Background: an optimization exercise with open tools, aiming at small area. Do not read the settings as production practice.
Function was checked by simulation only, so behaviour that the tests miss may differ from the original.

`config.mk`:
```
export PLATFORM = sky130hd
export DESIGN_NAME = rx_fullsuma_error_top
export DESIGN_NICKNAME = rx_fullsuma_error_top
export VERILOG_FILES = /design/flow/design.v
export SDC_FILE = /design/flow/constraint.sdc
export NUM_CORES = 4
export LEC_CHECK = 0
export CAP_MARGIN = 20
export CORE_MARGIN = 2
export CORE_UTILIZATION = 40
export PLACE_DENSITY = 0.6
export SLEW_MARGIN = 20
export SYNTH_HIERARCHICAL = 1
```
`constraint.sdc`:
```
create_clock -name core_clock -period 7.0 [get_ports {rx_clk}]
set_input_delay 1.4000 -clock core_clock [delete_from_list [all_inputs] [get_ports {rx_clk}]]
set_output_delay 1.4000 -clock core_clock [all_outputs]
set_load 0.01 [all_outputs]
```
`design.v`:
```
module rx_fullsuma_error_top(
	input [31:0] rx_data,
	input rx_clk,
	input reset,
	input trans_en,
	output reg tx_serial,
	output reg led_3c,
	input aligned,
	input [3:0] rx_k
);
localparam [2:0] S_RST = 3'd0, S_IDLE = 3'd1, S_PKT = 3'd2, S_PKTA = 3'd3,
                 S_EOP = 3'd4, S_WAIT = 3'd5, S_SEND = 3'd6;
localparam [1:0] F_IDLE = 2'd0, F_SOP = 2'd1, F_WAIT = 2'd2, F_ERR = 2'd3;
localparam [3:0] U_IDLE = 4'd0, U_WAIT = 4'd1, U_STOP = 4'd2, U_B0 = 4'd8, U_B7 = 4'd15;
reg [2:0] st;
reg aux;
reg [1:0] f3;
reg [3:0] up;
reg [10:0] bc;
reg [6:0] ps;
reg [19:0] cw;
reg [7:0] tot;
reg [4:0] err;
wire k0 = rx_k[0];
wire low_dc = rx_data[7:0] == 8'hDC;
wire is_sop = (rx_data[7:0] == 8'h3C) & k0;
wire is_eop = low_dc & k0;
wire en = st == S_PKT;
wire [31:0] o;
bx2 u_o31 (.a(ps[5]), .b(ps[6]), .y(o[31]));
bx2 u_o30 (.a(ps[4]), .b(ps[5]), .y(o[30]));
bx2 u_o29 (.a(ps[3]), .b(ps[4]), .y(o[29]));
bx2 u_o28 (.a(ps[2]), .b(ps[3]), .y(o[28]));
bx2 u_o27 (.a(ps[1]), .b(ps[2]), .y(o[27]));
bx2 u_o26 (.a(ps[0]), .b(ps[1]), .y(o[26]));
bx2 u_o25 (.a(o[31]), .b(ps[0]), .y(o[25]));
genvar gi;
generate for (gi = 0; gi < 25; gi = gi + 1) begin : g_prbs
	bx2 u_o (.a(o[gi + 6]), .b(o[gi + 7]), .y(o[gi]));
end endgenerate
wire [31:0] x;
generate for (gi = 0; gi < 8; gi = gi + 1) begin : g_xl
	if ((8'hDC >> gi) & 1)
		bc1 u_x (.d(rx_data[gi]), .o(o[gi]), .s(low_dc), .x(x[gi]));
	else
		bc0 u_x (.d(rx_data[gi]), .o(o[gi]), .s(low_dc), .x(x[gi]));
end endgenerate
generate for (gi = 8; gi < 28; gi = gi + 1) begin : g_xm
	bcm u_x (.d(rx_data[gi]), .o(o[gi]), .c(cw[gi - 8]), .s(low_dc), .x(x[gi]));
end endgenerate
generate for (gi = 28; gi < 32; gi = gi + 1) begin : g_xh
	bcg u_x (.d(rx_data[gi]), .o(o[gi]), .s(low_dc), .x(x[gi]));
end endgenerate
wire [19:0] crc_upd;
wire [4:0] pc;
wire [154:0] cx;
bx2 u_cx0 (.a(rx_data[23]), .b(cw[11]), .y(cx[0]));
bx2 u_cx1 (.a(rx_data[12]), .b(cw[0]), .y(cx[1]));
bx2 u_cx2 (.a(rx_data[22]), .b(cw[10]), .y(cx[2]));
bx2 u_cx3 (.a(rx_data[6]), .b(cx[0]), .y(cx[3]));
bx2 u_cx4 (.a(rx_data[26]), .b(cw[14]), .y(cx[4]));
bx2 u_cx5 (.a(rx_data[14]), .b(cw[2]), .y(cx[5]));
bx2 u_cx6 (.a(rx_data[13]), .b(cw[1]), .y(cx[6]));
bx2 u_cx7 (.a(rx_data[30]), .b(cw[18]), .y(cx[7]));
bx2 u_cx8 (.a(rx_data[21]), .b(cw[9]), .y(cx[8]));
bx2 u_cx9 (.a(rx_data[27]), .b(cw[15]), .y(cx[9]));
bx2 u_cx10 (.a(rx_data[31]), .b(cw[19]), .y(cx[10]));
bx2 u_cx11 (.a(rx_data[3]), .b(cx[1]), .y(cx[11]));
bx2 u_cx12 (.a(rx_data[5]), .b(rx_data[9]), .y(cx[12]));
bx2 u_cx13 (.a(rx_data[4]), .b(rx_data[8]), .y(cx[13]));
bx2 u_cx14 (.a(rx_data[2]), .b(rx_data[11]), .y(cx[14]));
bx2 u_cx15 (.a(rx_data[17]), .b(cw[5]), .y(cx[15]));
bx2 u_cx16 (.a(rx_data[0]), .b(cx[8]), .y(cx[16]));
bx2 u_cx17 (.a(rx_data[1]), .b(rx_data[10]), .y(cx[17]));
bx2 u_cx18 (.a(rx_data[15]), .b(cw[3]), .y(cx[18]));
bx2 u_cx19 (.a(rx_data[18]), .b(cw[6]), .y(cx[19]));
bx2 u_cx20 (.a(rx_data[24]), .b(cw[12]), .y(cx[20]));
bx2 u_cx21 (.a(rx_data[25]), .b(cw[13]), .y(cx[21]));
bx2 u_cx22 (.a(rx_data[16]), .b(cw[4]), .y(cx[22]));
bx2 u_cx23 (.a(rx_data[29]), .b(cw[17]), .y(cx[23]));
bx2 u_cx24 (.a(rx_data[20]), .b(cw[8]), .y(cx[24]));
bx2 u_cx25 (.a(rx_data[28]), .b(cw[16]), .y(cx[25]));
bx2 u_cx26 (.a(rx_data[19]), .b(cw[7]), .y(cx[26]));
bx2 u_cx27 (.a(cx[6]), .b(cx[26]), .y(cx[27]));
bx2 u_cx28 (.a(cx[5]), .b(cx[24]), .y(cx[28]));
bx2 u_cx29 (.a(cx[2]), .b(cx[10]), .y(cx[29]));
bx2 u_cx30 (.a(rx_data[7]), .b(cx[11]), .y(cx[30]));
bx2 u_cx31 (.a(cx[7]), .b(cx[18]), .y(cx[31]));
bx2 u_cx32 (.a(cx[3]), .b(cx[14]), .y(cx[32]));
bx2 u_cx33 (.a(cx[4]), .b(cx[12]), .y(cx[33]));
bx2 u_cx34 (.a(cx[9]), .b(cx[22]), .y(cx[34]));
bx2 u_cx35 (.a(cx[23]), .b(cx[28]), .y(cx[35]));
bx2 u_cx36 (.a(cx[3]), .b(cx[13]), .y(cx[36]));
bx2 u_cx37 (.a(cx[16]), .b(cx[31]), .y(cx[37]));
bx2 u_cx38 (.a(cx[25]), .b(cx[27]), .y(cx[38]));
bx2 u_cx39 (.a(cx[10]), .b(cx[21]), .y(cx[39]));
bx2 u_cx40 (.a(cx[17]), .b(cx[20]), .y(cx[40]));
bx2 u_cx41 (.a(rx_data[11]), .b(cx[19]), .y(cx[41]));
bx2 u_cx42 (.a(cx[15]), .b(cx[32]), .y(cx[42]));
bx2 u_cx43 (.a(cx[7]), .b(cx[30]), .y(cx[43]));
bx2 u_cx44 (.a(rx_data[7]), .b(cx[33]), .y(cx[44]));
bx2 u_cx45 (.a(cx[17]), .b(cx[35]), .y(cx[45]));
bx2 u_cx46 (.a(rx_data[0]), .b(cx[0]), .y(cx[46]));
bx2 u_cx47 (.a(cx[22]), .b(cx[29]), .y(cx[47]));
bx2 u_cx48 (.a(cx[30]), .b(cx[36]), .y(cx[48]));
bx2 u_cx49 (.a(rx_data[8]), .b(cx[21]), .y(cx[49]));
bx2 u_cx50 (.a(cx[2]), .b(cx[13]), .y(cx[50]));
bx2 u_cx51 (.a(cx[9]), .b(cx[43]), .y(cx[51]));
bx2 u_cx52 (.a(rx_data[1]), .b(cx[4]), .y(cx[52]));
bx2 u_cx53 (.a(rx_data[10]), .b(cx[23]), .y(cx[53]));
bx2 u_cx54 (.a(cx[6]), .b(cx[20]), .y(cx[54]));
bx2 u_cx55 (.a(cx[34]), .b(cx[37]), .y(cx[55]));
bx2 u_cx56 (.a(cx[37]), .b(cx[52]), .y(cx[56]));
bx2 u_cx57 (.a(cx[15]), .b(cx[16]), .y(cx[57]));
bx2 u_cx58 (.a(cx[12]), .b(cx[45]), .y(cx[58]));
bx2 u_cx59 (.a(cx[8]), .b(cx[19]), .y(cx[59]));
bx2 u_cx60 (.a(rx_data[9]), .b(cx[13]), .y(cx[60]));
bx2 u_cx61 (.a(cx[4]), .b(cx[39]), .y(cx[61]));
bx2 u_cx62 (.a(rx_data[4]), .b(cx[40]), .y(cx[62]));
bx2 u_cx63 (.a(cx[5]), .b(cx[38]), .y(cx[63]));
bx2 u_cx64 (.a(rx_data[3]), .b(cx[47]), .y(cx[64]));
bx2 u_cx65 (.a(cx[44]), .b(cx[50]), .y(cx[65]));
bx2 u_cx66 (.a(cx[9]), .b(cx[42]), .y(cx[66]));
bx2 u_cx67 (.a(cx[1]), .b(cx[27]), .y(cx[67]));
bx2 u_cx68 (.a(rx_data[5]), .b(cx[32]), .y(cx[68]));
bx2 u_cx69 (.a(rx_data[2]), .b(cx[55]), .y(cx[69]));
bx2 u_cx70 (.a(cx[18]), .b(cx[48]), .y(cx[70]));
bx2 u_cx71 (.a(cx[29]), .b(cx[56]), .y(cx[71]));
bx2 u_cx72 (.a(cx[25]), .b(cx[48]), .y(cx[72]));
bx2 u_cx73 (.a(cx[72]), .b(cx[54]), .y(cx[73]));
bx2 u_cx74 (.a(cx[73]), .b(cx[71]), .y(cx[74]));
bx2 u_cx75 (.a(rx_data[6]), .b(cx[5]), .y(cx[75]));
bx2 u_cx76 (.a(cx[75]), .b(cx[11]), .y(cx[76]));
bx2 u_cx77 (.a(cx[76]), .b(cx[21]), .y(cx[77]));
bx2 u_cx78 (.a(cx[77]), .b(cx[23]), .y(cx[78]));
bx2 u_cx79 (.a(cx[78]), .b(cx[25]), .y(cx[79]));
bx2 u_cx80 (.a(cx[79]), .b(cx[33]), .y(cx[80]));
bx2 u_cx81 (.a(cx[80]), .b(cx[69]), .y(cx[81]));
bx2 u_cx82 (.a(rx_data[8]), .b(cx[0]), .y(cx[82]));
bx2 u_cx83 (.a(cx[82]), .b(cx[1]), .y(cx[83]));
bx2 u_cx84 (.a(cx[83]), .b(cx[20]), .y(cx[84]));
bx2 u_cx85 (.a(cx[84]), .b(cx[34]), .y(cx[85]));
bx2 u_cx86 (.a(cx[85]), .b(cx[53]), .y(cx[86]));
bx2 u_cx87 (.a(cx[86]), .b(cx[57]), .y(cx[87]));
bx2 u_cx88 (.a(rx_data[9]), .b(cx[41]), .y(cx[88]));
bx2 u_cx89 (.a(cx[88]), .b(cx[57]), .y(cx[89]));
bx2 u_cx90 (.a(cx[89]), .b(cx[61]), .y(cx[90]));
bx2 u_cx91 (.a(cx[90]), .b(cx[70]), .y(cx[91]));
bx2 u_cx92 (.a(cx[19]), .b(cx[34]), .y(cx[92]));
bx2 u_cx93 (.a(cx[92]), .b(cx[40]), .y(cx[93]));
bx2 u_cx94 (.a(cx[93]), .b(cx[65]), .y(cx[94]));
bx2 u_cx95 (.a(cx[94]), .b(cx[67]), .y(cx[95]));
bx2 u_cx96 (.a(rx_data[10]), .b(cx[12]), .y(cx[96]));
bx2 u_cx97 (.a(cx[96]), .b(cx[28]), .y(cx[97]));
bx2 u_cx98 (.a(cx[97]), .b(cx[38]), .y(cx[98]));
bx2 u_cx99 (.a(cx[98]), .b(cx[49]), .y(cx[99]));
bx2 u_cx100 (.a(cx[99]), .b(cx[66]), .y(cx[100]));
bx2 u_cx101 (.a(cx[6]), .b(cx[7]), .y(cx[101]));
bx2 u_cx102 (.a(cx[101]), .b(cx[29]), .y(cx[102]));
bx2 u_cx103 (.a(cx[102]), .b(cx[41]), .y(cx[103]));
bx2 u_cx104 (.a(cx[103]), .b(cx[45]), .y(cx[104]));
bx2 u_cx105 (.a(cx[104]), .b(cx[46]), .y(cx[105]));
bx2 u_cx106 (.a(cx[105]), .b(cx[60]), .y(cx[106]));
bx2 u_cx107 (.a(rx_data[0]), .b(rx_data[3]), .y(cx[107]));
bx2 u_cx108 (.a(cx[107]), .b(rx_data[6]), .y(cx[108]));
bx2 u_cx109 (.a(cx[108]), .b(rx_data[10]), .y(cx[109]));
bx2 u_cx110 (.a(cx[109]), .b(cx[14]), .y(cx[110]));
bx2 u_cx111 (.a(cx[110]), .b(cx[63]), .y(cx[111]));
bx2 u_cx112 (.a(cx[111]), .b(cx[65]), .y(cx[112]));
bx2 u_cx113 (.a(rx_data[11]), .b(cx[9]), .y(cx[113]));
bx2 u_cx114 (.a(cx[113]), .b(cx[58]), .y(cx[114]));
bx2 u_cx115 (.a(cx[114]), .b(cx[70]), .y(cx[115]));
bx2 u_cx116 (.a(cx[14]), .b(cx[17]), .y(cx[116]));
bx2 u_cx117 (.a(cx[116]), .b(cx[33]), .y(cx[117]));
bx2 u_cx118 (.a(cx[117]), .b(cx[46]), .y(cx[118]));
bx2 u_cx119 (.a(cx[118]), .b(cx[64]), .y(cx[119]));
bx2 u_cx120 (.a(cx[11]), .b(cx[62]), .y(cx[120]));
bx2 u_cx121 (.a(cx[120]), .b(cx[66]), .y(cx[121]));
bx2 u_cx122 (.a(cx[19]), .b(cx[49]), .y(cx[122]));
bx2 u_cx123 (.a(cx[122]), .b(cx[68]), .y(cx[123]));
bx2 u_cx124 (.a(cx[123]), .b(cx[71]), .y(cx[124]));
bx2 u_cx125 (.a(cx[38]), .b(cx[60]), .y(cx[125]));
bx2 u_cx126 (.a(cx[125]), .b(cx[69]), .y(cx[126]));
bx2 u_cx127 (.a(cx[15]), .b(cx[25]), .y(cx[127]));
bx2 u_cx128 (.a(cx[127]), .b(cx[58]), .y(cx[128]));
bx2 u_cx129 (.a(cx[128]), .b(cx[64]), .y(cx[129]));
bx2 u_cx130 (.a(rx_data[4]), .b(cx[31]), .y(cx[130]));
bx2 u_cx131 (.a(cx[130]), .b(cx[42]), .y(cx[131]));
bx2 u_cx132 (.a(cx[131]), .b(cx[53]), .y(cx[132]));
bx2 u_cx133 (.a(cx[132]), .b(cx[59]), .y(cx[133]));
bx2 u_cx134 (.a(rx_data[5]), .b(cx[20]), .y(cx[134]));
bx2 u_cx135 (.a(cx[134]), .b(cx[26]), .y(cx[135]));
bx2 u_cx136 (.a(cx[135]), .b(cx[41]), .y(cx[136]));
bx2 u_cx137 (.a(cx[136]), .b(cx[43]), .y(cx[137]));
bx2 u_cx138 (.a(cx[137]), .b(cx[47]), .y(cx[138]));
bx2 u_cx139 (.a(cx[15]), .b(cx[24]), .y(cx[139]));
bx2 u_cx140 (.a(cx[139]), .b(cx[36]), .y(cx[140]));
bx2 u_cx141 (.a(cx[140]), .b(cx[39]), .y(cx[141]));
bx2 u_cx142 (.a(cx[141]), .b(cx[67]), .y(cx[142]));
bx2 u_cx143 (.a(cx[28]), .b(cx[44]), .y(cx[143]));
bx2 u_cx144 (.a(cx[143]), .b(cx[54]), .y(cx[144]));
bx2 u_cx145 (.a(cx[144]), .b(cx[59]), .y(cx[145]));
bx2 u_cx146 (.a(cx[46]), .b(cx[51]), .y(cx[146]));
bx2 u_cx147 (.a(cx[146]), .b(cx[61]), .y(cx[147]));
bx2 u_cx148 (.a(cx[147]), .b(cx[62]), .y(cx[148]));
bx2 u_cx149 (.a(cx[148]), .b(cx[63]), .y(cx[149]));
bx2 u_cx150 (.a(cx[2]), .b(cx[16]), .y(cx[150]));
bx2 u_cx151 (.a(cx[150]), .b(cx[21]), .y(cx[151]));
bx2 u_cx152 (.a(cx[151]), .b(cx[35]), .y(cx[152]));
bx2 u_cx153 (.a(cx[152]), .b(cx[51]), .y(cx[153]));
bx2 u_cx154 (.a(cx[153]), .b(cx[68]), .y(cx[154]));
assign crc_upd[0] = cx[74];
assign crc_upd[1] = cx[81];
assign crc_upd[2] = cx[87];
assign crc_upd[3] = cx[91];
assign crc_upd[4] = cx[95];
assign crc_upd[5] = cx[100];
assign crc_upd[6] = cx[106];
assign crc_upd[7] = cx[112];
assign crc_upd[8] = cx[115];
assign crc_upd[9] = cx[119];
assign crc_upd[10] = cx[121];
assign crc_upd[11] = cx[124];
assign crc_upd[12] = cx[126];
assign crc_upd[13] = cx[129];
assign crc_upd[14] = cx[133];
assign crc_upd[15] = cx[138];
assign crc_upd[16] = cx[142];
assign crc_upd[17] = cx[145];
assign crc_upd[18] = cx[149];
assign crc_upd[19] = cx[154];
wire pf0_s, pf0_c; bfa u_pf0 (.a(x[0]), .b(x[1]), .c(x[2]), .s(pf0_s), .co(pf0_c));
wire pf1_s, pf1_c; bfa u_pf1 (.a(x[3]), .b(x[4]), .c(x[5]), .s(pf1_s), .co(pf1_c));
wire pf2_s, pf2_c; bfa u_pf2 (.a(x[6]), .b(x[7]), .c(x[8]), .s(pf2_s), .co(pf2_c));
wire pf3_s, pf3_c; bfa u_pf3 (.a(x[9]), .b(x[10]), .c(x[11]), .s(pf3_s), .co(pf3_c));
wire pf4_s, pf4_c; bfa u_pf4 (.a(x[12]), .b(x[13]), .c(x[14]), .s(pf4_s), .co(pf4_c));
wire pf5_s, pf5_c; bfa u_pf5 (.a(x[15]), .b(x[16]), .c(x[17]), .s(pf5_s), .co(pf5_c));
wire pf6_s, pf6_c; bfa u_pf6 (.a(x[18]), .b(x[19]), .c(x[20]), .s(pf6_s), .co(pf6_c));
wire pf7_s, pf7_c; bfa u_pf7 (.a(x[21]), .b(x[22]), .c(x[23]), .s(pf7_s), .co(pf7_c));
wire pf8_s, pf8_c; bfa u_pf8 (.a(x[24]), .b(x[25]), .c(x[26]), .s(pf8_s), .co(pf8_c));
wire pf9_s, pf9_c; bfa u_pf9 (.a(x[27]), .b(x[28]), .c(x[29]), .s(pf9_s), .co(pf9_c));
wire pf10_s, pf10_c; bfa u_pf10 (.a(x[30]), .b(x[31]), .c(pf0_s), .s(pf10_s), .co(pf10_c));
wire pf11_s, pf11_c; bfa u_pf11 (.a(pf1_s), .b(pf2_s), .c(pf3_s), .s(pf11_s), .co(pf11_c));
wire pf12_s, pf12_c; bfa u_pf12 (.a(pf4_s), .b(pf5_s), .c(pf6_s), .s(pf12_s), .co(pf12_c));
wire pf13_s, pf13_c; bfa u_pf13 (.a(pf7_s), .b(pf8_s), .c(pf9_s), .s(pf13_s), .co(pf13_c));
wire pf14_s, pf14_c; bfa u_pf14 (.a(pf10_s), .b(pf11_s), .c(pf12_s), .s(pf14_s), .co(pf14_c));
wire ph0_s, ph0_c; bha u_ph0 (.a(pf13_s), .b(pf14_s), .s(ph0_s), .co(ph0_c));
wire pf15_s, pf15_c; bfa u_pf15 (.a(pf0_c), .b(pf1_c), .c(pf2_c), .s(pf15_s), .co(pf15_c));
wire pf16_s, pf16_c; bfa u_pf16 (.a(pf3_c), .b(pf4_c), .c(pf5_c), .s(pf16_s), .co(pf16_c));
wire pf17_s, pf17_c; bfa u_pf17 (.a(pf6_c), .b(pf7_c), .c(pf8_c), .s(pf17_s), .co(pf17_c));
wire pf18_s, pf18_c; bfa u_pf18 (.a(pf9_c), .b(pf10_c), .c(pf11_c), .s(pf18_s), .co(pf18_c));
wire pf19_s, pf19_c; bfa u_pf19 (.a(pf12_c), .b(pf13_c), .c(pf15_s), .s(pf19_s), .co(pf19_c));
wire pf20_s, pf20_c; bfa u_pf20 (.a(pf16_s), .b(pf17_s), .c(pf14_c), .s(pf20_s), .co(pf20_c));
wire pf21_s, pf21_c; bfa u_pf21 (.a(pf18_s), .b(pf19_s), .c(ph0_c), .s(pf21_s), .co(pf21_c));
wire ph1_s, ph1_c; bha u_ph1 (.a(pf20_s), .b(pf21_s), .s(ph1_s), .co(ph1_c));
wire pf22_s, pf22_c; bfa u_pf22 (.a(pf15_c), .b(pf16_c), .c(pf17_c), .s(pf22_s), .co(pf22_c));
wire pf23_s, pf23_c; bfa u_pf23 (.a(pf18_c), .b(pf19_c), .c(pf22_s), .s(pf23_s), .co(pf23_c));
wire pf24_s, pf24_c; bfa u_pf24 (.a(pf20_c), .b(pf23_s), .c(pf21_c), .s(pf24_s), .co(pf24_c));
wire ph2_s, ph2_c; bha u_ph2 (.a(ph1_c), .b(pf24_s), .s(ph2_s), .co(ph2_c));
wire pf25_s, pf25_c; bfa u_pf25 (.a(pf22_c), .b(pf23_c), .c(pf24_c), .s(pf25_s), .co(pf25_c));
wire ph3_s, ph3_c; bha u_ph3 (.a(ph2_c), .b(pf25_s), .s(ph3_s), .co(ph3_c));
wire pcx0; bx2 u_pcx0 (.a(pf25_c), .b(ph3_c), .y(pcx0));
assign pc[0] = ph0_s;
assign pc[1] = ph1_s;
assign pc[2] = ph2_s;
assign pc[3] = ph3_s;
assign pc[4] = pcx0;
wire wait_done = ~cw[1] & ~cw[4] & ~cw[5] & cw[7] & cw[9] & cw[10] & cw[11] & ~cw[12] & cw[14];
wire cnt_en = en & (~low_dc | (k0 & ~aux));
wire tx_ready = f3[0];
wire strobe = bc[0] & bc[2] & bc[3] & ~bc[5] & bc[7] & bc[9] & ~bc[10];
wire tx_done = up == U_STOP;
wire [7:0] tx_byte = (f3 == F_ERR) ? tot : 8'h3C;
wire start = (up == U_IDLE) & tx_ready;
wire [4:0] err_d;
generate for (gi = 0; gi < 5; gi = gi + 1) begin : g_err
	band u_e (.a(pc[gi]), .b(cnt_en), .y(err_d[gi]));
end endgenerate
wire clr = st == S_IDLE;
wire [7:0] tot_s;
wire [7:0] tc;
bha u_t0 (.a(tot[0]), .b(err[0]), .s(tot_s[0]), .co(tc[0]));
generate for (gi = 1; gi < 5; gi = gi + 1) begin : g_tf
	bfa u_t (.a(tot[gi]), .b(err[gi]), .c(tc[gi - 1]), .s(tot_s[gi]), .co(tc[gi]));
end endgenerate
bha u_t5 (.a(tot[5]), .b(tc[4]), .s(tot_s[5]), .co(tc[5]));
bha u_t6 (.a(tot[6]), .b(tc[5]), .s(tot_s[6]), .co(tc[6]));
bx2 u_t7 (.a(tot[7]), .b(tc[6]), .y(tot_s[7]));
wire [7:0] tot_d;
generate for (gi = 0; gi < 8; gi = gi + 1) begin : g_tc
	bandn u_c (.a(tot_s[gi]), .bn(clr), .y(tot_d[gi]));
end endgenerate
localparam [10:0] BC_LOAD = 11'd475;
wire bc_ld = start | strobe;
wire bc_fb;
bx2 u_bcf (.a(bc[10]), .b(bc[8]), .y(bc_fb));
wire [10:0] bc_d;
wire [10:0] bc_sh = {bc[9:0], bc_fb};
generate for (gi = 0; gi < 11; gi = gi + 1) begin : g_bc
	if ((BC_LOAD >> gi) & 1)
		bor u_b (.a(bc_sh[gi]), .b(bc_ld), .y(bc_d[gi]));
	else
		bandn u_b (.a(bc_sh[gi]), .bn(bc_ld), .y(bc_d[gi]));
end endgenerate
wire [6:0] ps_d;
bps1 u_ps0 (.o(o[0]), .q(ps[0]), .en(en), .rst(reset), .d(ps_d[0]));
generate for (gi = 1; gi < 7; gi = gi + 1) begin : g_ps
	bps0 u_p (.o(o[gi]), .q(ps[gi]), .en(en), .rst(reset), .d(ps_d[gi]));
end endgenerate
wire cw_set = reset | st == S_RST | st == S_IDLE | st == S_EOP;
wire cw_wt = st == S_WAIT;
wire cw_fb;
bx2 u_cwf (.a(cw[4]), .b(cw[15]), .y(cw_fb));
wire [15:0] cw_sh = {cw[14:0], cw_fb};
wire [19:0] cw_d;
generate for (gi = 0; gi < 16; gi = gi + 1) begin : g_cw
	bcw u_c (.set(cw_set), .wt(cw_wt), .sh(cw_sh[gi]), .c(crc_upd[gi]), .d(cw_d[gi]));
end endgenerate
generate for (gi = 16; gi < 20; gi = gi + 1) begin : g_cwh
	bor u_c (.a(crc_upd[gi]), .b(cw_set), .y(cw_d[gi]));
end endgenerate
always @(*) begin
	led_3c = aux | (st != S_RST && st != S_IDLE);
end
always @(posedge rx_clk) begin
	ps <= ps_d;
	cw <= cw_d;
	err <= err_d;
	tot <= tot_d;
	bc <= bc_d;
	if (reset) begin
		st <= S_RST;
		aux <= 1'b0;
		f3 <= F_IDLE;
		up <= U_IDLE;
		tx_serial <= 1'b1;
	end else begin
		case (st)
			S_RST: st <= S_IDLE;
			S_IDLE: if (is_sop) st <= S_PKT;
			S_PKT, S_PKTA: st <= is_eop ? S_EOP : S_PKT;
			S_EOP: begin
				aux <= 1'b1;
				if (aux) st <= S_WAIT;
			end
			S_WAIT: if (wait_done) st <= S_SEND; else if (is_sop) st <= S_PKTA;
			S_SEND: if (f3 == F_IDLE) st <= S_IDLE;
			default: st <= S_RST;
		endcase
		case (f3)
			F_IDLE: if (st == S_PKT) f3 <= F_SOP;
			F_SOP: if (tx_done) f3 <= F_WAIT;
			F_WAIT: if (st == S_SEND && !tx_done) f3 <= F_ERR;
			F_ERR: if (tx_done) f3 <= F_IDLE;
		endcase
		if (up == U_IDLE) begin
			if (tx_ready) up <= U_WAIT;
		end else if (strobe) begin
			if (up == U_WAIT) begin
				up <= U_B0;
				tx_serial <= 1'b0;
			end else if (up == U_STOP) begin
				up <= U_IDLE;
				tx_serial <= 1'b1;
			end else begin
				up <= (up == U_B7) ? U_STOP : up + 4'd1;
				tx_serial <= tx_byte[up[2:0]];
			end
		end
	end
end
endmodule
module bx2(input a, input b, output y);
	assign y = a ^ b;
endmodule
module bfa(input a, input b, input c, output s, output co);
	assign s = a ^ b ^ c;
	assign co = (a & b) | (a & c) | (b & c);
endmodule
module bha(input a, input b, output s, output co);
	assign s = a ^ b;
	assign co = a & b;
endmodule
module bcm(input d, input o, input c, input s, output x);
	assign x = d ^ (s ? c : o);
endmodule
module bc1(input d, input o, input s, output x);
	assign x = d ^ (s | o);
endmodule
module bc0(input d, input o, input s, output x);
	assign x = d ^ (~s & o);
endmodule
module bcg(input d, input o, input s, output x);
	assign x = ~s & (d ^ o);
endmodule
module band(input a, input b, output y);
	assign y = a & b;
endmodule
module bandn(input a, input bn, output y);
	assign y = a & ~bn;
endmodule
module bor(input a, input b, output y);
	assign y = a | b;
endmodule
module bps1(input o, input q, input en, input rst, output d);
	assign d = rst | (en ? o : q);
endmodule
module bps0(input o, input q, input en, input rst, output d);
	assign d = ~rst & (en ? o : q);
endmodule
module bcw(input set, input wt, input sh, input c, output d);
	assign d = set | (wt ? sh : c);
endmodule
```
`run.sh`:
```
#!/bin/bash
# synth_recipe.tcl (not shown) runs the flow's synth.tcl, then flattens the netlist and writes it again
# the make line also repeats each setting of config.mk as NAME=value (left out here)
make -C /OpenROAD-flow-scripts/flow DESIGN_CONFIG=/design/flow/config.mk WORK_HOME=/design/flow/orfs CLKGATE_MAP_FILE= SYNTH_SCRIPT=/design/flow/synth_recipe.tcl finish
```
==> results.cfg, run 1 <==
[worst_setup_path]
endpoint = err[4]
worstPathArrival_ns = 6.60
path_cells = xor2_1 > xor2_1 > xor2_1 > xor2_1 > xor2_1 > xor2_1 > nand2b_4 > xnor2_2 > fa_1 > fa_1 > fa_1 > ha_2 > fa_2 > fa_2 > fa_1 > ha_1 > xor2_1 > and2_1
worstSetupStartpointType = register
worst-path-stages = 18
crit_required_ns = 7.24
worstReg2RegEnd = err[4]
cp_max_fo = 3
cp-end-kind = register
crit_path_max_incr_delay_ns = 0.59
critical_path.startpoint = ps[4]
reg2reg_depth = 18
critical_path_buf_inv_count = 0
crit-reg2reg-launch = ps[4]
timing.critical_path.max_delay_family = adder cells
r2r_setup_slack_ns = 0.64
timing.setup.critical_path_class = reg -> reg
critPathSlowestCell = sky130_fd_sc_hd__fa_1
path_common_cell = sky130_fd_sc_hd__xor2_1

[timing]
setup_viol = 0
final_hold_viol_count = 0
worst_clock_skew_ns = 0.00590
max-slew-margin-rel_pct = 50.2
actual_slew_at_the_worst_max_slew_pin_ns = 0.746
min_period_ns = 6.36
drv_slew = 0
share_of_the_clock_period_used_by_the_worst_path_after_layout_pct = 90.9
grt_setup_unrepaired = false
timing.fmax_ghz = 0.157
sum_neg_setup_slack_ns = 0

[synthesis]
synth_area_sq_um = 5590
top_flip_flop_cell_by_instance_count_after_synthesis = sky130_fd_sc_hd__dfxtp_1
yosysSeqAreaShare_pct = 22.2
synth_edf_count = 0
postSynth.asyncResetShare_pct = 0
synth.area.mux_share_pct = 5.78
synth_xor_xnor_area_share_pct = 35.4
synth_area_leaders = sky130_fd_sc_hd__xor2_1, sky130_fd_sc_hd__dfxtp_1, sky130_fd_sc_hd__fa_1, sky130_fd_sc_hd__mux2i_1, sky130_fd_sc_hd__xnor2_1
postSynthCellCount = 544
post_syn_area_per_cell_sq_um = 10.3
synth_fa_ha_area_share_pct = 14.1
syn_nets = 629
yosys_warnings = 7
synthSimpleGateAreaFrac_pct = 14.1
top_cell_type_by_total_area_after_synthesis = sky130_fd_sc_hd__xor2_1
synth_seq_cells = 62
synth_compound_area_share_pct = 7.05
synth_top_family_by_area = XOR/XNOR gates
fraction_of_synthesized_cell_area_taken_by_the_top_area_cell_type_pct = 29.9
synthDistinctLibCells = 56

[global_route]
gr-total-overflow = 0
gr-usage-all-layers_pct = 20.8
vias_in_the_first_global_route = 4186
antenna_found_initial = 0
global_route_wire_length_before_repair_microns = 23000
grt_start_max_net_pins = 36

[run]
cap_viol_max_count = 0

[layout]
antenna_cells = 0
nFillCells = 1338
post_route_cells_drive_above_1_share_pct = 10.5
flow.area_growth_from_synthesis_pct = 17.4
finalNetCount = 682

[routing]
routedWlPerCell_microns = 18.5
number_of_drc_markers_after_the_initial_detailed_route_iteration = 259
drc = 0
viasPerCell = 5.09
postRouteWirelength_microns = 14500
ant_nets = 0
number_of_detailed_route_iterations_in_the_first_pass = 5
vias_after_detailed_routing = 3984

[clock_network]
htree_num_levels = 3
cts-hold-fix-buffers = 0
ctsRootBufferMaster = sky130_fd_sc_hd__clkbuf_16
post_cts_resize_count = 0
numCtsBuffers = 9
cts.sink_count = 62
clk_transition_reported_paths_ns = 0.05
clkLatencyLatePin_ns = 0.35
postCtsSetupRepairBufs = 0
cts_buffer_depth = 2
cts_tree = yes

[floorplan]
die_ht_microns = 122
die-area_sq_um = 14900
initial_core_util_pct = 40.6
num_ports = 42
floorplan.rows = 43
floorplan.core_area_sq_um = 13800
die_width_microns = 122

[place]
place.port_buffers = 36
place_congestion = 0.916
post-dp-hpwl_microns = 11800

[outcome]
outcome = timing/DRC/antenna clean

[hold_path]
worstHoldPathType = reg -> reg
## layout make-up
type / count / area [sq um] / area share, %
multi-input cells: 465 / 4290 / 65.4
flip-flops and latches: 62 / 1240 / 18.9
repair buffers: 48 / 463 / 7.06
inverters: 11 / 41.3 / 0.630
clock buffers: 11 / 243 / 3.70
well taps: 180 / 225 / 3.43
clock inverters: 5 / 58.8 / 0.897
## cells in the mapped netlist (4+ instances only)
master / instances
sky130_fd_sc_hd__nor2_2: 5
sky130_fd_sc_hd__fa_1: 30
sky130_fd_sc_hd__a21oi_1: 13
sky130_fd_sc_hd__nand2_1: 10
sky130_fd_sc_hd__xor2_1: 191
sky130_fd_sc_hd__inv_1: 10
sky130_fd_sc_hd__nor3_1: 4
sky130_fd_sc_hd__a211o_1: 18
sky130_fd_sc_hd__ha_1: 15
sky130_fd_sc_hd__nor2b_1: 17
sky130_fd_sc_hd__and2_1: 5
sky130_fd_sc_hd__xnor2_1: 29
sky130_fd_sc_hd__or2_1: 11
sky130_fd_sc_hd__mux2i_1: 30
sky130_fd_sc_hd__nor2_1: 20
sky130_fd_sc_hd__nor2b_4: 12
sky130_fd_sc_hd__dfxtp_1: 62
## worst min path at each step
stage / cells after the start / end / from / slack [ns]
2_1_floorplan: 1 / bc[7] / bc[6] / 0.38
3_3_place_gp: 1 / bc[7] / bc[6] / 0.39
3_5_place_dp: 1 / bc[7] / bc[6] / 0.40
4_1_cts: 1 / bc[7] / bc[6] / 0.41
5_1_grt: 1 / bc[7] / bc[6] / 0.45
6_report: 1 / bc[7] / bc[6] / 0.40
## Yosys stat by module (local to each module, per instance), a selection
module  cells inside  flip-flops and latches  cell area, sq um  copies in the design
bcm                2                       0              18.8                    20
bfa                1                       0              20.0                    30
bc1                2                       0              15.0                     5
bandn              1                       0              13.8                    12
bc0                2                       0              30.0                     3
bps0               2                       0              13.8                     6
band               1                       0              6.26                     5
bx2                1                       0              8.76                   191
bcw                2                       0              15.0                    16
bha                1                       0              12.5                     7
## registers in the layout (all words and copies together), names as in the netlist, 2 cells and up
signal / flops
f3: 2
cw: 20
tot: 8
bc: 11
st: 3
err: 5
ps: 7
up: 4
## cells by family (layout without fill, tap and decap cells)
kind of cell | Yosys count | in the layout
xor+xnor | 223 | 223
simple gates | 114 | 114
flops | 62 | 62
compound gates | 51 | 51
fa+ha+maj | 45 | 45
mux | 32 | 32
buf+inv | 17 | 75
## per-stage QoR
step                      cells  instance area (sq um)  hold WS (ns)  utilization (%)  worst slack, ns
after global placement      766                   6260         0.386             45.4            0.466
after detailed placement    766                   6260         0.401             45.4            0.376
final                       782                   6560         0.402             47.6            0.637
after global routing        782                   6560         0.447             47.6            0.333
after CTS                   782                   6560         0.406             47.6            0.642
after floorplan             544                   5600         0.383                -          0.00706
## routing by layer
layer | GRT usage (%) | vias up | part of all wire, %
li1 | - | 1916 | -
met1 | 27.5 | 1949 | 45
met2 | 34.0 | 104 | 49
met3 | 2.76 | 15 | 4.6
met4 | 9.05 | 0 | 2.0
met5 | 0 | - | 0
## cells in the final DEF (no fill, tap or decap), drive strengths merged, types with 13 or more instances in the layout
cell type	count
xor2	191
dfxtp	62
clkdlybuf4s50	36
xnor2	32
mux2i	30
fa	30
nor2b	29
nor2	25
a211o	18
ha	15
a21oi	13
==> inputs of run 2 (changes only) <==
--- a/design.v
+++ b/design.v
@@ -19,3 +19,3 @@
 reg [10:0] bc;
-reg [6:0] ps;
+reg [6:0] pq;       
 reg [19:0] cw;
@@ -25,2 +25,3 @@
 wire low_dc = rx_data[7:0] == 8'hDC;
+wire nlow_dc = ~low_dc;
 wire is_sop = (rx_data[7:0] == 8'h3C) & k0;
@@ -28,21 +29,30 @@
 wire en = st == S_PKT;
+wire nen = ~en;
 wire [31:0] o;
-bx2 u_o31 (.a(ps[5]), .b(ps[6]), .y(o[31]));
-bx2 u_o30 (.a(ps[4]), .b(ps[5]), .y(o[30]));
-bx2 u_o29 (.a(ps[3]), .b(ps[4]), .y(o[29]));
-bx2 u_o28 (.a(ps[2]), .b(ps[3]), .y(o[28]));
-bx2 u_o27 (.a(ps[1]), .b(ps[2]), .y(o[27]));
-bx2 u_o26 (.a(ps[0]), .b(ps[1]), .y(o[26]));
-bx2 u_o25 (.a(o[31]), .b(ps[0]), .y(o[25]));
+wire [6:1] on;    
+bx2 u_o31 (.a(pq[5]), .b(pq[6]), .y(o[31]));
+bx2 u_o30 (.a(pq[4]), .b(pq[5]), .y(o[30]));
+bx2 u_o29 (.a(pq[3]), .b(pq[4]), .y(o[29]));
+bx2 u_o28 (.a(pq[2]), .b(pq[3]), .y(o[28]));
+bx2 u_o27 (.a(pq[1]), .b(pq[2]), .y(o[27]));
+bxn2 u_o26 (.a(pq[0]), .b(pq[1]), .y(o[26]));
+bx2 u_o25 (.a(o[31]), .b(pq[0]), .y(o[25]));
 genvar gi;
-generate for (gi = 0; gi < 25; gi = gi + 1) begin : g_prbs
+generate for (gi = 7; gi < 25; gi = gi + 1) begin : g_prbs
 	bx2 u_o (.a(o[gi + 6]), .b(o[gi + 7]), .y(o[gi]));
 end endgenerate
-wire [31:0] x;
-generate for (gi = 0; gi < 8; gi = gi + 1) begin : g_xl
-	if ((8'hDC >> gi) & 1)
-		bc1 u_x (.d(rx_data[gi]), .o(o[gi]), .s(low_dc), .x(x[gi]));
-	else
-		bc0 u_x (.d(rx_data[gi]), .o(o[gi]), .s(low_dc), .x(x[gi]));
+bxn2 u_on6 (.a(o[12]), .b(o[13]), .y(on[6]));
+generate for (gi = 1; gi < 6; gi = gi + 1) begin : g_prbsn
+	bxn2 u_o (.a(o[gi + 6]), .b(o[gi + 7]), .y(on[gi]));
 end endgenerate
+bxn2 u_o0 (.a(on[6]), .b(o[7]), .y(o[0]));
+wire [31:0] x;
+bc0 u_xl0 (.d(rx_data[0]), .o(o[0]), .ns(nlow_dc), .x(x[0]));
+bc0n u_xl1 (.d(rx_data[1]), .on(on[1]), .s(low_dc), .x(x[1]));
+bc1n u_xl2 (.d(rx_data[2]), .on(on[2]), .ns(nlow_dc), .x(x[2]));
+bc1n u_xl3 (.d(rx_data[3]), .on(on[3]), .ns(nlow_dc), .x(x[3]));
+bc1n u_xl4 (.d(rx_data[4]), .on(on[4]), .ns(nlow_dc), .x(x[4]));
+bc0n u_xl5 (.d(rx_data[5]), .on(on[5]), .s(low_dc), .x(x[5]));
+bc1n u_xl6 (.d(rx_data[6]), .on(on[6]), .ns(nlow_dc), .x(x[6]));
+bc1 u_xl7 (.d(rx_data[7]), .o(o[7]), .s(low_dc), .x(x[7]));
 generate for (gi = 8; gi < 28; gi = gi + 1) begin : g_xm
@@ -51,3 +61,3 @@
 generate for (gi = 28; gi < 32; gi = gi + 1) begin : g_xh
-	bcg u_x (.d(rx_data[gi]), .o(o[gi]), .s(low_dc), .x(x[gi]));
+	bcg u_x (.d(rx_data[gi]), .o(o[gi]), .ns(nlow_dc), .x(x[gi]));
 end endgenerate
@@ -268,7 +278,7 @@
 wire wait_done = ~cw[1] & ~cw[4] & ~cw[5] & cw[7] & cw[9] & cw[10] & cw[11] & ~cw[12] & cw[14];
-wire cnt_en = en & (~low_dc | (k0 & ~aux));
-wire tx_ready = f3[0];
+wire cnt_en = en & (nlow_dc | (k0 & ~aux));
+wire tx_ready = f3 == F_SOP || f3 == F_ERR;
 wire strobe = bc[0] & bc[2] & bc[3] & ~bc[5] & bc[7] & bc[9] & ~bc[10];
 wire tx_done = up == U_STOP;
-wire [7:0] tx_byte = (f3 == F_ERR) ? tot : 8'h3C;
+wire f_err = f3 == F_ERR;
 wire start = (up == U_IDLE) & tx_ready;
@@ -278,3 +288,3 @@
 end endgenerate
-wire clr = st == S_IDLE;
+wire nclr = st != S_IDLE;
 wire [7:0] tot_s;
@@ -290,3 +300,3 @@
 generate for (gi = 0; gi < 8; gi = gi + 1) begin : g_tc
-	bandn u_c (.a(tot_s[gi]), .bn(clr), .y(tot_d[gi]));
+	band u_c (.a(tot_s[gi]), .b(nclr), .y(tot_d[gi]));
 end endgenerate
@@ -294,2 +304,3 @@
 wire bc_ld = start | strobe;
+wire nbc_ld = ~bc_ld;
 wire bc_fb;
@@ -302,11 +313,12 @@
 	else
-		bandn u_b (.a(bc_sh[gi]), .bn(bc_ld), .y(bc_d[gi]));
+		band u_b (.a(bc_sh[gi]), .b(nbc_ld), .y(bc_d[gi]));
 end endgenerate
-wire [6:0] ps_d;
-bps1 u_ps0 (.o(o[0]), .q(ps[0]), .en(en), .rst(reset), .d(ps_d[0]));
-generate for (gi = 1; gi < 7; gi = gi + 1) begin : g_ps
-	bps0 u_p (.o(o[gi]), .q(ps[gi]), .en(en), .rst(reset), .d(ps_d[gi]));
+wire [6:0] pq_n = {on[6:1], o[0]};
+wire [6:0] pq_d;
+generate for (gi = 0; gi < 7; gi = gi + 1) begin : g_ps
+	bsel1 u_p (.set(reset), .a(en), .an(nen), .x(pq_n[gi]), .y(pq[gi]), .d(pq_d[gi]));
 end endgenerate
-wire cw_set = reset | st == S_RST | st == S_IDLE | st == S_EOP;
+wire cw_set = reset | st == S_RST | st == S_IDLE | st == S_EOP | st == S_PKTA | st == S_SEND;
 wire cw_wt = st == S_WAIT;
+wire cw_nwt = ~cw_wt;
 wire cw_fb;
@@ -316,3 +328,3 @@
 generate for (gi = 0; gi < 16; gi = gi + 1) begin : g_cw
-	bcw u_c (.set(cw_set), .wt(cw_wt), .sh(cw_sh[gi]), .c(crc_upd[gi]), .d(cw_d[gi]));
+	bsel1 u_c (.set(cw_set), .a(cw_wt), .an(cw_nwt), .x(cw_sh[gi]), .y(crc_upd[gi]), .d(cw_d[gi]));
 end endgenerate
@@ -321,2 +333,3 @@
 end endgenerate
+wire [7:0] tx_byte = f_err ? tot : 8'h3C;
 always @(*) begin
@@ -325,3 +338,3 @@
 always @(posedge rx_clk) begin
-	ps <= ps_d;
+	pq <= pq_d;
 	cw <= cw_d;
@@ -375,2 +388,5 @@
 endmodule
+module bxn2(input a, input b, output y);
+	assign y = ~(a ^ b);
+endmodule
 module bfa(input a, input b, input c, output s, output co);
@@ -386,2 +402,8 @@
 endmodule
+module bc1n(input d, input on, input ns, output x);
+	assign x = d ^ ~(ns & on);
+endmodule
+module bc0n(input d, input on, input s, output x);
+	assign x = d ^ ~(s | on);
+endmodule
 module bc1(input d, input o, input s, output x);
@@ -389,7 +411,7 @@
 endmodule
-module bc0(input d, input o, input s, output x);
-	assign x = d ^ (~s & o);
+module bc0(input d, input o, input ns, output x);
+	assign x = d ^ (ns & o);
 endmodule
-module bcg(input d, input o, input s, output x);
-	assign x = ~s & (d ^ o);
+module bcg(input d, input o, input ns, output x);
+	assign x = ns & (d ^ o);
 endmodule
@@ -398,5 +420,2 @@
 endmodule
-module bandn(input a, input bn, output y);
-	assign y = a & ~bn;
-endmodule
 module bor(input a, input b, output y);
@@ -404,10 +423,4 @@
 endmodule
-module bps1(input o, input q, input en, input rst, output d);
-	assign d = rst | (en ? o : q);
-endmodule
-module bps0(input o, input q, input en, input rst, output d);
-	assign d = ~rst & (en ? o : q);
-endmodule
-module bcw(input set, input wt, input sh, input c, output d);
-	assign d = set | (wt ? sh : c);
+module bsel1(input set, input a, input an, input x, input y, output d);
+	assign d = set | (a & x) | (an & y);
 endmodule
--- a/config.mk
+++ b/config.mk
@@ -7,7 +7,8 @@
 export LEC_CHECK = 0
-export CAP_MARGIN = 20
+export CAP_MARGIN = 0
 export CORE_MARGIN = 2
 export CORE_UTILIZATION = 40
+export CTS_BUF_LIST = sky130_fd_sc_hd__clkbuf_4
 export PLACE_DENSITY = 0.6
-export SLEW_MARGIN = 20
+export SLEW_MARGIN = 0
 export SYNTH_HIERARCHICAL = 1
==> results.cfg, run 2 <==
[routing]
viasPerCell = 5.10
drc = 0
number_of_drc_markers_after_the_initial_detailed_route_iteration = 250
routedWlPerCell_microns = 18.9
vias_after_detailed_routing = 3868
ant_nets = 0
postRouteWirelength_microns = 14300
number_of_detailed_route_iterations_in_the_first_pass = 5

[synthesis]
most_frequent_cells_after_synthesis = sky130_fd_sc_hd__xor2_1, sky130_fd_sc_hd__dfxtp_1, sky130_fd_sc_hd__fa_1, sky130_fd_sc_hd__xnor2_1
synth_edf_count = 0
top_cell_type_by_total_area_after_synthesis = sky130_fd_sc_hd__xor2_1
yosysSeqAreaShare_pct = 23.0
synth_area_leaders = sky130_fd_sc_hd__xor2_1, sky130_fd_sc_hd__dfxtp_1, sky130_fd_sc_hd__fa_1, sky130_fd_sc_hd__xnor2_1, sky130_fd_sc_hd__a221o_1
fraction_of_synthesized_cell_area_taken_by_the_top_area_cell_type_pct = 31.4
postSynthCellCount = 526
top_flip_flop_cell_by_instance_count_after_synthesis = sky130_fd_sc_hd__dfxtp_1
synth.area.mux_share_pct = 4.69
syn_nets = 611
post_syn_area_per_cell_sq_um = 10.2
synth_seq_cells = 62
synth_top_family_by_area = XOR/XNOR gates
yosys_warnings = 7
synth_area_sq_um = 5390
postSynth.asyncResetShare_pct = 0
synth_compound_area_share_pct = 8.62
synth_fa_ha_area_share_pct = 14.6
synthSimpleGateAreaFrac_pct = 11.2
synth_xor_xnor_area_share_pct = 36.3
dominant_cell_by_count_in_the_synthesized_netlist = sky130_fd_sc_hd__xor2_1
synthDistinctLibCells = 52

[floorplan]
die_ht_microns = 120
die-area_sq_um = 14400
initial_core_util_pct = 40.8
floorplan.core_area_sq_um = 13200
floorplan.rows = 42
num_ports = 42
die_width_microns = 120

[worst_setup_path]
critPathSlowestCell = sky130_fd_sc_hd__fa_1
crit-reg2reg-launch = pq[5]
critical_path.startpoint = pq[5]
crit_path_max_incr_delay_ns = 0.59
reg2reg_depth = 18
cp_max_fo = 3
endpoint = err[4]
worstReg2RegEnd = err[4]
r2r_setup_slack_ns = 0.65
path_cells = xor2_1 > xor2_1 > xor2_1 > xor2_1 > xor2_1 > xnor2_1 > nand2_1 > xnor2_1 > fa_1 > fa_1 > fa_1 > ha_1 > fa_1 > fa_1 > fa_1 > ha_1 > xor2_1 > and2_1
cp-end-kind = register
worstPathArrival_ns = 6.70
crit_required_ns = 7.35
worstSetupStartpointType = register
timing.setup.critical_path_class = reg -> reg

[layout]
reg_top3 = cw x20, bc x11, tot x8
nFillCells = 1265
most-common-layout-cells = sky130_fd_sc_hd__xor2_1, sky130_fd_sc_hd__dfxtp_1, sky130_fd_sc_hd__clkdlybuf4s50_1
antenna_cells = 0
register_area_sq_um = 1240
largest_reg_flops = 20
finalNetCount = 662
multiInputGateArea_sq_um = 4070
post_route_cells_drive_above_1_share_pct = 6.53
flow.area_growth_from_synthesis_pct = 14.9
mostFrequentLayoutCell = sky130_fd_sc_hd__xor2_1
stdcell_area_sq_um = 6190
max_flop_register = cw

[clock_network]
cts_buffer_depth = 2
cts.sink_count = 62
ctsRootBufferMaster = sky130_fd_sc_hd__clkbuf_4
clkLatencyLatePin_ns = 0.45
post_cts_resize_count = 0
cts_tree = yes
htree_num_levels = 3
numCtsBuffers = 9
cts-hold-fix-buffers = 0
clk_transition_reported_paths_ns = 0.11
postCtsSetupRepairBufs = 0

[place]
place.port_buffers = 36
post-dp-hpwl_microns = 12000
place_congestion = 0.952
place_worst_setup_slack_ns = 0.323
dpl-instance-area_sq_um = 6030

[global_route]
antenna_found_initial = 0
grt_start_max_net_pins = 25
gr-usage-all-layers_pct = 21.4
global_route_wire_length_before_repair_microns = 23100
vias_in_the_first_global_route = 4242
gr-total-overflow = 0

[outcome]
outcome = timing/DRC/antenna clean

[timing]
final_hold_viol_count = 0
fin_hold_ws_ns = 0.423
setup_viol = 0
max-slew-margin-rel_pct = 56.7
timing.final.ws_setup_ns = 0.648
drv_slew = 0
sum_neg_setup_slack_ns = 0
share_of_the_clock_period_used_by_the_worst_path_after_layout_pct = 90.7
worst_clock_skew_ns = 0.0249
actual_slew_at_the_worst_max_slew_pin_ns = 0.647
grt_setup_unrepaired = false
timing.fmax_ghz = 0.157
min_period_ns = 6.35

[hold_path]
worstHoldPathType = reg -> reg
hold_start = bc[6]

[run]
cap_viol_max_count = 0
## run 2: changes by cell type in the layout (fill, tap and decap cells not counted), sizes merged, moves of 7 or more
cell | previous run | this run
nor2b | 29 | 0
a221o | 0 | 23
a211o | 18 | 1
and2 | 5 | 22
nor2 | 25 | 14
mux2i | 30 | 23
## run 2: cell type report
cell class	instances	share of cell area, %
Multi-Input combinational cell	446	65.8
Sequential cell	62	20.1
Timing Repair Buffer	46	7.24
Tap cell	176	3.56
Clock inverter	6	1.40
Clock buffer	10	1.21
Inverter	12	0.728
## run 2: worst max-delay path: cells and delay by family (launching register included)
kind          cells  cell delay, ns
simple gates      2            0.24
fa+ha+maj         8            3.17
flops             1            0.42
xor+xnor          8            2.43
## run 2: cells by family after synthesis
group                      Yosys count
xor gates and xnor gates           223
and+or+nand+nor                     99
DFF                                 62
AOI/OAI and AO/OA                   54
adders and majority gates           45
muxes                               25
buffers and inverters               18
## run 2: layer usage
layer	share of wire, %	routed length (microns)	vias up	global-route usage, %
li1	-	-	1873	-
met3	3.1	445	28	3.94
met1	44	6300	1882	25.8
met4	3.3	467	0	9.12
met2	50	7130	85	37.3
met5	0	0	-	0
## run 2: worst min path at each step
| stage | endpoint | slack [ns] | depth (start not counted) |
|---|---|---|---|
| after floorplan | bc[7] | 0.38 | 1 |
| after global placement | bc[7] | 0.39 | 1 |
| after detailed placement | bc[7] | 0.40 | 1 |
| after CTS | bc[7] | 0.43 | 1 |
| after global routing | bc[7] | 0.44 | 1 |
| final | bc[7] | 0.42 | 1 |
## run 2: metrics by stage
stage / cells / utilization (%)
global route: 758 / 46.9
CTS: 758 / 46.9
finish: 758 / 46.9
global placement: 742 / 45.7
detailed placement: 742 / 45.7
floorplan: 526 / -
## run 2: Yosys stat by module, one instance, submodules excluded, a selection
module	flip-flops and latches	times used	cell area (sq um)	cells inside
bcg	0	4	15.0	2
bfa	0	30	20.0	1
bxn2	0	8	8.76	1
rx_fullsuma_error_top	62	1	2080	183
bc1	0	1	15.0	2
band	0	17	6.26	1
bha	0	7	12.5	1
bc0	0	1	12.5	2
bcm	0	20	18.8	2
bx2	0	183	8.76	1
bc1n	0	4	12.5	2
==> inputs of run 3 (changes only) <==
--- a/config.mk
+++ b/config.mk
@@ -9,5 +9,5 @@
 export CORE_MARGIN = 2
-export CORE_UTILIZATION = 40
-export CTS_BUF_LIST = sky130_fd_sc_hd__clkbuf_4
-export PLACE_DENSITY = 0.6
+export CORE_UTILIZATION = 60
+export CTS_BUF_LIST = sky130_fd_sc_hd__clkbuf_8
+export PLACE_DENSITY = 0.7
 export SLEW_MARGIN = 0
==> results.cfg, run 3 <==
[routing]
drc = 0
ant_nets = 0
number_of_drc_markers_after_the_initial_detailed_route_iteration = 256
viasPerCell = 5.84
routedWlPerCell_microns = 19.9
vias_after_detailed_routing = 4023
number_of_detailed_route_iterations_in_the_first_pass = 5
postRouteWirelength_microns = 13700

[timing]
setup_viol = 0
share_of_the_clock_period_used_by_the_worst_path_after_layout_pct = 89.6
fin_hold_ws_ns = 0.417
min_period_ns = 6.27
timing.final.ws_setup_ns = 0.726
max-slew-margin-rel_pct = 39.1
timing.fmax_ghz = 0.159
sum_neg_setup_slack_ns = 0
actual_slew_at_the_worst_max_slew_pin_ns = 0.911
drv_slew = 0
worst_clock_skew_ns = 0.0175
grt_setup_unrepaired = false
final_hold_viol_count = 0

[global_route]
gr-total-overflow = 0
global_route_wire_length_before_repair_microns = 21700
antenna_found_initial = 0
gr-usage-all-layers_pct = 29.2
grt_start_max_net_pins = 26
vias_in_the_first_global_route = 4199

[clock_network]
cts-hold-fix-buffers = 0
clkLatencyLatePin_ns = 0.35
cts_tree = yes
cts.sink_count = 62
clk_transition_reported_paths_ns = 0.08
htree_num_levels = 3
ctsRootBufferMaster = sky130_fd_sc_hd__clkbuf_8
numCtsBuffers = 9
post_cts_resize_count = 0
cts_buffer_depth = 2
postCtsSetupRepairBufs = 0

[synthesis]
synthSimpleGateAreaFrac_pct = 11.2
synth_xor_xnor_area_share_pct = 36.3
synth.area.mux_share_pct = 4.69
synth_top_family_by_area = XOR/XNOR gates
post_syn_area_per_cell_sq_um = 10.2
synth_compound_area_share_pct = 8.62
synth_seq_cells = 62
synthDistinctLibCells = 52
synth_area_leaders = sky130_fd_sc_hd__xor2_1, sky130_fd_sc_hd__dfxtp_1, sky130_fd_sc_hd__fa_1, sky130_fd_sc_hd__xnor2_1, sky130_fd_sc_hd__a221o_1
postSynth.asyncResetShare_pct = 0
synth_fa_ha_area_share_pct = 14.6
fraction_of_synthesized_cell_area_taken_by_the_top_area_cell_type_pct = 31.4
postSynthCellCount = 526
synth_edf_count = 0
top_cell_type_by_total_area_after_synthesis = sky130_fd_sc_hd__xor2_1
yosysSeqAreaShare_pct = 23.0
top_flip_flop_cell_by_instance_count_after_synthesis = sky130_fd_sc_hd__dfxtp_1
syn_nets = 611
dominant_cell_by_count_in_the_synthesized_netlist = sky130_fd_sc_hd__xor2_1
synth_area_sq_um = 5390
yosys_warnings = 7
most_frequent_cells_after_synthesis = sky130_fd_sc_hd__xor2_1, sky130_fd_sc_hd__dfxtp_1, sky130_fd_sc_hd__fa_1, sky130_fd_sc_hd__xnor2_1

[place]
place.port_buffers = 36
place_congestion = 0.986
place_worst_setup_slack_ns = 0.375
post-dp-hpwl_microns = 11200

[worst_setup_path]
crit_path_max_incr_delay_ns = 0.58
crit_required_ns = 7.24
worstPathArrival_ns = 6.51
path_common_cell = sky130_fd_sc_hd__fa_1
critPathSlowestCell = sky130_fd_sc_hd__fa_1
cp_max_fo = 25
cp-end-kind = register
timing.setup.critical_path_class = in -> reg
worstSetupStartpointType = primary input
path_cells = clkdlybuf4s50_1 > nand4bb_1 > nor3_4 > buf_12 > inv_1 > nand2_1 > xor2_1 > fa_1 > fa_1 > fa_1 > ha_1 > fa_1 > fa_1 > fa_1 > ha_1 > xor2_1 > and2_1

[floorplan]
floorplan.core_area_sq_um = 8720
initial_core_util_pct = 61.8
die_width_microns = 98.7
die-area_sq_um = 9750
num_ports = 42
die_ht_microns = 98.7
floorplan.rows = 34

[outcome]
outcome = timing/DRC/antenna clean

[layout]
max_flop_register = cw
antenna_cells = 0
largest_reg_flops = 20
mostFrequentLayoutCell = sky130_fd_sc_hd__xor2_1
reg_top3 = cw x20, bc x11, tot x8
postLayoutCoreUtil_pct = 70.0
post_route_cells_drive_above_1_share_pct = 6.37
most-common-layout-cells = sky130_fd_sc_hd__xor2_1, sky130_fd_sc_hd__dfxtp_1, sky130_fd_sc_hd__clkdlybuf4s50_1
finalNetCount = 661
flow.area_growth_from_synthesis_pct = 13.4

[hold_path]
worstHoldPathType = reg -> reg

[run]
cap_viol_max_count = 0
## run 3: changes by cell type in the layout (fill, tap and decap cells not counted), sizes merged
cell	delta
bufinv	-2
clkinv	+2
buf	-1
clkbuf	-1
inv	+1
## run 3: kinds of logic after synthesis
| kind of cell | count (synthesis) |
|---|---|
| flip-flops | 62 |
| AND/OR/NAND/NOR | 99 |
| AO/OA/AOI/OAI | 54 |
| multiplexers | 25 |
| adder cells (fa/ha/maj) | 45 |
| buffers and inverters | 18 |
| XOR/XNOR | 223 |
## run 3: per-module statistics from Yosys, one instance, submodules excluded, excerpt
module	copies in the design	cell area, sq um
rx_fullsuma_error_top	1	2080
bcm	20	18.8
bc1	1	15.0
bc0n	2	12.5
bc1n	4	12.5
bsel1	23	10.0
bx2	183	8.76
bxn2	8	8.76
bor	11	6.26
## run 3: path summary, 6_finish.rpt
check             endpoint  depth (start not counted)       start  slack, ns
setup / recovery    err[4]                         17  rx_data[0]       0.73
hold / removal       bc[7]                          1       bc[6]       0.42
setup reg to reg    err[4]                         18       pq[5]       0.74
hold reg to reg      bc[7]                          1       bc[6]       0.42
## run 3: routing by layer
metal  share of wire [%]  vias to the layer above  GRT usage (%)  wire [microns]
met2                  49                      160           50.3            6760
met5                   0                        -              0               0
met3                 5.4                       34           5.18             745
met1                  42                     1956           36.9            5740
li1                    -                     1873              -               -
met4                 3.4                        0           10.5             465
## run 3: area by class of cell
type	instances	area (sq um)
Fill cell	714	2610
Sequential cell	62	1240
Clock buffer	9	124
Multi-Input combinational cell	446	4070
Inverter	12	45.0
Timing Repair Buffer	45	440
Tap cell	108	135
Clock inverter	7	48.8
## run 3: critical path: cells and delay by family
family | cells | cell delay [ns]
simple gates | 4 | 0.82
xor+xnor | 2 | 0.37
fa+ha+maj | 8 | 3.09
buf+inv | 3 | 0.81
## run 3: through the flow
stage | cell area, sq um | instances
after detailed placement | 5930 | 673
final | 6110 | 689
after CTS | 6110 | 689
after global routing | 6110 | 689
after floorplan | 5400 | 526
after global placement | 5930 | 673
==> inputs of run 4 (changes only) <==
==> flow/run.sh (new file) <==
#!/bin/bash
# The standard layout (standard.sh), with two changes:
# - the port buffers are the smallest buffer cell, buf_1, instead of the resizer's pick;
# - clock tree synthesis clusters sinks more coarsely and adds no dummy loads.
# make's output goes to make_finish.log here; ORFS keeps each step's log under orfs/logs.
set -euo pipefail
bash standard.sh \
  "BUFFER_PORTS_ARGS=-buffer_cell sky130_fd_sc_hd__buf_1" \
  "CTS_ARGS=-sink_clustering_enable -repair_clock_nets -root_buf sky130_fd_sc_hd__clkbuf_8 -buf_list sky130_fd_sc_hd__clkbuf_4 -dont_use_dummy_load" \
  finish > make_finish.log 2>&1
==> standard.sh (new file) <==
#!/bin/bash
# synth_recipe.tcl (not shown) runs the flow's synth.tcl, then flattens the netlist and writes it again
# the make line also repeats each setting of config.mk as NAME=value (left out here)
make -C /OpenROAD-flow-scripts/flow DESIGN_CONFIG=/design/flow/config.mk WORK_HOME=/design/flow/orfs CLKGATE_MAP_FILE= SYNTH_SCRIPT=/design/flow/synth_recipe.tcl "${@:-finish}"
--- a/config.mk
+++ b/config.mk
@@ -10,3 +10,2 @@
 export CORE_UTILIZATION = 60
-export CTS_BUF_LIST = sky130_fd_sc_hd__clkbuf_8
 export PLACE_DENSITY = 0.7
removed: run.sh
==> results.cfg, run 4 <==
[outcome]
outcome = timing/DRC/antenna clean

[global_route]
global_route_wire_length_before_repair_microns = 21800
vias_in_the_first_global_route = 4031
gr-total-overflow = 0
grt_start_max_net_pins = 26
gr-usage-all-layers_pct = 29.3
antenna_found_initial = 0

[worst_setup_path]
path_cells = xor2_1 > xor2_1 > xor2_1 > xor2_1 > xor2_1 > xnor2_1 > nor2_1 > xor2_1 > fa_1 > fa_1 > fa_1 > ha_1 > fa_1 > fa_1 > fa_1 > ha_1 > xor2_1 > and2_1
critPathSlowestCell = sky130_fd_sc_hd__fa_1
worstPathArrival_ns = 6.53
critical_path_buf_inv_count = 0
path_common_cell = sky130_fd_sc_hd__xor2_1
crit_path_max_incr_delay_ns = 0.51
timing.critical_path.max_delay_family = adder cells
cp-end-kind = register
timing.setup.critical_path_class = reg -> reg

[timing]
max-slew-margin-rel_pct = 39.5
setup_viol = 0
timing.fmax_ghz = 0.158
grt_setup_unrepaired = false
actual_slew_at_the_worst_max_slew_pin_ns = 0.900
min_period_ns = 6.32

[clock_network]
clkLatencyLatePin_ns = 0.34
cts-hold-fix-buffers = 0
cts_buffer_depth = 2
clk_transition_reported_paths_ns = 0.05
postCtsSetupRepairBufs = 0
numCtsBuffers = 9
ctsRootBufferMaster = sky130_fd_sc_hd__clkbuf_8
htree_num_levels = 3
post_cts_resize_count = 0

[layout]
flow.area_growth_from_synthesis_pct = 8.18
max_flop_register = cw
nFillCells = 753
largest_reg_flops = 20
reg_top3 = cw x20, bc x11, tot x8
finalNetCount = 660

[hold_path]
worstHoldPathType = reg -> reg

[synthesis]
syn_nets = 611
yosys_warnings = 7
synth_area_leaders = sky130_fd_sc_hd__xor2_1, sky130_fd_sc_hd__dfxtp_1, sky130_fd_sc_hd__fa_1, sky130_fd_sc_hd__xnor2_1, sky130_fd_sc_hd__a221o_1
postSynthCellCount = 526
top_flip_flop_cell_by_instance_count_after_synthesis = sky130_fd_sc_hd__dfxtp_1
synth_seq_cells = 62
dominant_cell_by_count_in_the_synthesized_netlist = sky130_fd_sc_hd__xor2_1
synth_area_sq_um = 5390
synth_edf_count = 0

[routing]
number_of_detailed_route_iterations_in_the_first_pass = 5
drc = 0
postRouteWirelength_microns = 13600
wl_met1_microns = 6030
met2_length_microns = 6590
ant_nets = 0
routedWlPerCell_microns = 20.0
wl_met3_microns = 705
vias_after_detailed_routing = 3956

[floorplan]
initial_core_util_pct = 61.8
die_ht_microns = 98.7

[place]
post-dp-hpwl_microns = 11100
place.port_buffers = 36
place_congestion = 0.973

[run]
cap_viol_max_count = 0
-- run 4: worst paths after layout --
path / start / to / depth (start not counted)
min reg2reg: bc[6] / bc[7] / 1
max reg2reg: pq[5] / err[4] / 18
max: pq[5] / err[4] / 18
min: bc[6] / bc[7] / 1
-- run 4: modules after synthesis (local to each module, per instance), excerpt --
module / times used / cells inside
bc1n: 4 / 2
bcm: 20 / 2
bsel1: 23 / 1
bxn2: 8 / 1
bx2: 183 / 1
bc1: 1 / 2
bc0: 1 / 2
bha: 7 / 1
bfa: 30 / 1
rx_fullsuma_error_top: 1 / 183
band: 17 / 1
bor: 11 / 1
bc0n: 2 / 2
-- run 4: area by class of cell --
type	count	area [sq um]	area share, %
tap	108	135	2.32
multi-input combinational	446	4070	69.9
timing repair buffer	44	208	3.57
inverter	12	45.0	0.773
sequential	62	1240	21.3
clock buffer	9	124	2.13
-- run 4: logic make-up after synthesis --
| family | share of synthesized area (%) |
|---|---|
| DFF | 23.0 |
| xor gates and xnor gates | 36.3 |
| adders and majority gates | 14.6 |
| AOI/OAI and AO/OA | 8.62 |
| muxes | 4.69 |
| and+or+nand+nor | 11.2 |
| buffers and inverters | 1.53 |
-- run 4: per-stage QoR --
step	util, %	hold WS, ns	instance area [sq um]	worst slack [ns]	std cells
after CTS	66.8	0.410	5830	0.670	681
after global routing	66.8	0.422	5830	0.295	681
after global placement	65.4	0.391	5700	0.713	672
final	66.8	0.404	5830	0.683	681
after detailed placement	65.4	0.396	5700	0.633	672
after floorplan	-	0.383	5400	0.445	526
-- run 4: routing by layer --
metal	up-vias	track usage, %
met2	136	49.3
li1	1856	-
met4	0	8.22
met5	-	0
met3	22	3.76
met1	1942	39.9

-- what the ideal ports hide --
Ports are ideal in the flow. The routed layouts listed here were re-timed in OpenROAD. Step 1: set_driving_cell puts a clkbuf_16 on rx_clk and a buf_2 on each other input, an assumption about the parent block. Step 2 moves the port delays by t, midway between the first and last clock arrival at a register: inputs arrive t later, outputs are due t later. That takes back most of the time a late clock gives input paths. Slacks: ideal / step 1 / step 2; pairs: ideal / step 1.
| run | t (ns) | setup slack, ns | worst hold slack (ns) | latest minus earliest clock arrival (ns) | cell pins on the clock port's net |
|---|---|---|---|---|---|
| run 1 | 0.377 | 0.637 / 0.637 / 0.362 | 0.402 / 0.402 / 0.402 | 0.007 / 0.007 | 1 |
| run 2 | 0.467 | 0.648 / 0.648 / 0.369 | 0.423 / 0.423 / 0.423 | 0.025 / 0.025 | 1 |
| run 3 | 0.380 | 0.726 / 0.739 / 0.359 | 0.417 / 0.417 / 0.417 | 0.017 / 0.018 | 1 |
| run 4 | 0.362 | 0.683 / 0.683 / 0.633 | 0.404 / 0.404 / 0.404 | 0.025 / 0.025 | 1 |
After both steps every run listed still meets setup and hold. For run 3, which loses most, drivers alone change the setup slack by +0.013 ns; drivers and shift together by -0.367 ns.
